Background: an optimization exercise with open tools, aiming at small area, a short achievable clock period and few clock cycles. Do not read the settings as production practice.
Function was checked by simulation only, so behaviour that the tests miss may differ from the original.

==> flow/design.v (excerpt) <==
module fft_core #(
    parameter DATA_WIDTH = 16,
    parameter N = 16
)(
    input  wire clk,
    input  wire reset,
    input  wire start_fft,
    input  wire [N*DATA_WIDTH-1:0] real_in,    
    input  wire [N*DATA_WIDTH-1:0] imag_in,    
    output wire [N*DATA_WIDTH-1:0] real_out,   
    output wire [N*DATA_WIDTH-1:0] imag_out,   
    output reg  fft_done                       
);
For scale: about 7,400 cells after synthesis, about 1,000 I/O pins.
Settings: LEC_CHECK=0, CAP_MARGIN=20, CORE_MARGIN=2, CORE_UTILIZATION=55, CTS_BUF_LIST=sky130_fd_sc_hd__clkbuf_8, GPL_TIMING_DRIVEN=0, PLACE_DENSITY=0.7, SETUP_SLACK_MARGIN=0.4, SLEW_MARGIN=20; clock period 7.0 ns.
standard.sh (not shown) runs the stock make flow with config.mk's settings and CLKGATE_MAP_FILE= SYNTH_SCRIPT=/design/flow/synth_recipe.tcl, a recipe that flattens the netlist after the stock synthesis.
==> flow/flow/run.sh <==
#!/bin/bash
set -o pipefail
cp standard.sh standard.sh.txt 2>/dev/null
export BUFFER_PORTS_ARGS="-buffer_cell sky130_fd_sc_hd__buf_1"
bash standard.sh > standard.log 2>&1
The starting point completed without violations.
Testbench counts at the start, summed over its fixed seeds: cycles 2,056.
Next try:
--- a/flow/config.mk
+++ b/flow/config.mk
@@ -14 +14 @@
-export SETUP_SLACK_MARGIN = 0.4
+export SETUP_SLACK_MARGIN = 0.1
What happened: Setup slack loses 0.096 ns. Routed wire length is about the same. Design area falls by a few percent. Sequential cell count does not change.
Next try:
--- a/flow/config.mk
+++ b/flow/config.mk
@@ -14 +14 @@
-export SETUP_SLACK_MARGIN = 0.1
+export SETUP_SLACK_MARGIN = 0.2
After rerunning: Maximum frequency rose by 1.0%. Wire length fell by 1.6%. Setup slack gains 0.070 ns. Die area stays the same. Sequential cell count does not change. Synthesized area is unchanged.
Next try:
--- a/flow/config.mk
+++ b/flow/config.mk
@@ -10 +10 @@
-export CORE_UTILIZATION = 55
+export CORE_UTILIZATION = 60
@@ -13 +13 @@
-export PLACE_DENSITY = 0.7
+export PLACE_DENSITY = 0.75
=> Final area rises by 0.48%. Hold slack improves by 0.041 ns. First-iteration DRC count rises by 3.7%. Sequential share of layout area hardly moves. Worst setup slack degrades by 0.011 ns.


fft_core, a different RTL version from the one above (not shown whole).
For scale: about 7900 cells after synthesis, roughly 430 flip-flops, about 1000 I/O pins, roughly 0.067 mm2 of cells after synthesis.
// fft_core
module fft_core #(
    parameter DATA_WIDTH = 16,
    parameter N = 16
)(
    input  wire clk,
    input  wire reset,
    input  wire start_fft,
    input  wire [N*DATA_WIDTH-1:0] real_in,    
    input  wire [N*DATA_WIDTH-1:0] imag_in,    
    output wire [N*DATA_WIDTH-1:0] real_out,   
    output wire [N*DATA_WIDTH-1:0] imag_out,   
    output reg  fft_done                       
);
    localparam W = DATA_WIDTH;
    wire [N*W-1:0] s1_r, s1_i;    
    wire [4*7*W-1:0] t2;          
    reg  [4*7*W-1:0] st_t;        
    generate if (1) begin : s1g0
        wire [W-1:0] p, q, r, s, t, u, v;
        addsub_blk4 u1 (.a(real_in[0*W +: W]), .b(real_in[2*W +: W]), .s(p), .d(q));
        addsub_blk4 u2 (.a(imag_in[0*W +: W]), .b(imag_in[2*W +: W]), .s(r), .d(s));
        addsub_blk4 u3 (.a(real_in[1*W +: W]), .b(real_in[3*W +: W]), .s(t), .d(u));
        addsub_blk4 u4 (.a(imag_in[1*W +: W]), .b(imag_in[3*W +: W]), .s(v), .d());
        addsub_blk4 u5 (.a(p), .b(t), .s(s1_r[0*W +: W]), .d(s1_r[2*W +: W]));
        addsub_blk4 u6 (.a(r), .b(v), .s(s1_i[0*W +: W]), .d(s1_i[2*W +: W]));
        addsub_blk4 u7 (.a(s), .b(u), .s(s1_i[1*W +: W]), .d(s1_i[3*W +: W]));
  ...
Settings: LEC_CHECK=0, CAP_MARGIN=20, CORE_MARGIN=2, CORE_UTILIZATION=40, PLACE_DENSITY=0.6, SLEW_MARGIN=20; clock period 7.0 ns.
==> flow/flow/run.sh <==
#!/bin/bash
set -o pipefail
cp standard.sh standard.sh.txt 2>/dev/null
export BUFFER_PORTS_ARGS="-buffer_cell sky130_fd_sc_hd__buf_2"
bash standard.sh > standard.log 2>&1
The first run finished clean.
Testbench counts at the start, summed over its fixed seeds: cycles 2,056.
Then changed:
==> flow/flow/run.sh (replaced) <==
#!/bin/bash
set -o pipefail
cp standard.sh standard.sh.txt 2>/dev/null
export BUFFER_PORTS_ARGS="-buffer_cell sky130_fd_sc_hd__buf_1"
bash standard.sh > standard.log 2>&1
- CORE_UTILIZATION: 40 -> 65
- CTS_BUF_LIST: unset -> sky130_fd_sc_hd__clkbuf_8
- GPL_TIMING_DRIVEN: unset -> 0
- PLACE_DENSITY: 0.6 -> 0.8
- SETUP_SLACK_MARGIN: unset -> 0.2
Result:
- utilization climbs by 22 points
- final area drops by 13%
- hold slack got worse by 0.074 ns
- area after synthesis stays the same
Then changed:
- CORE_UTILIZATION: 65 -> 55
- PLACE_DENSITY: 0.8 -> 0.7
Result:
- first-iteration DRC count goes down by 23%
- synthesized area stays the same
- cell area goes up by 0.69%
- wire length is about the same
- core utilization goes down by 11 points
- critical path depth goes up by 4
- sequential cell count does not change
- worst setup slack improved by 0.081 ns
Then changed:
- SETUP_SLACK_MARGIN: 0.2 -> 0.6
After rerunning:
- The new run finished with timing, DRC and antenna clean
- final area rose by 4.9%
- sequential cell count stays the same
- wire length rose by 2.7%
- worst hold slack is worse by 0.0086 ns
- die area does not change
- worst setup slack is better by 0.28 ns
- area after synthesis stays the same
- via count rose by 1.6%
Then changed:
==> flow/flow/run.sh (replaced) <==
#!/bin/bash
set -o pipefail
cp standard.sh standard.sh.txt 2>/dev/null
export BUFFER_PORTS_ARGS="-buffer_cell sky130_fd_sc_hd__buf_2"
bash standard.sh > standard.log 2>&1
- CTS_BUF_LIST: sky130_fd_sc_hd__clkbuf_8 -> unset
- SETUP_SLACK_MARGIN: 0.6 -> 0.2
The changed run completed without violations.
Die area is unchanged.
Routed wire length fell by 2.1%.
Non-clock buffer count shrinks by 102.

==> what the ideal ports hide <==
How much do the figures lean on ideal ports? The routed layouts below were timed once more, with nothing changed but the port constraints.
Step 1 assumes that a clkbuf_16 drives the clock port and a buf_2 every other input.
Step 2 times the ports against the registers' clock, not the clock port: input delays grow and output delays shrink by t, the midpoint of the rising clock arrivals with the driver on.
Slacks: ideal / step 1 / step 2; pairs: ideal / step 1.
run | t, ns | setup WS [ns] | worst setup path at the end | worst data-port slew with drivers (ns)
the first run of note 1 | 0.833 | 0.304 / 0.360 / -0.473 | input to register | 0.23
the second run of note 1 | 0.824 | 0.208 / 0.173 / -0.558 | input to register | 0.22
the third run of note 1 | 0.812 | 0.278 / 0.249 / -0.483 | input to register | 0.21
the fourth run of note 1 | 0.794 | 0.267 / 0.187 / -0.442 | input to register | 0.21
the first run of note 2 | 0.781 | 0.063 / -0.021 / -0.411 | input to register | 0.23
the second run of note 2 | 0.838 | 0.142 / 0.196 / -0.641 | input to register | 0.25
the third run of note 2 | 0.826 | 0.224 / 0.268 / -0.558 | input to register | 0.17
the fourth run of note 2 | 0.839 | 0.507 / 0.509 / -0.282 | input to register | 0.16
the fifth run of note 2 | 0.724 | 0.180 / 0.234 / -0.490 | input to register | 0.16
Met with ideal ports but missed after step 2: setup timing in every run listed. For the fourth run of note 2, which loses most, drivers alone change the setup slack by +0.002 ns; drivers and shift together by -0.789 ns.
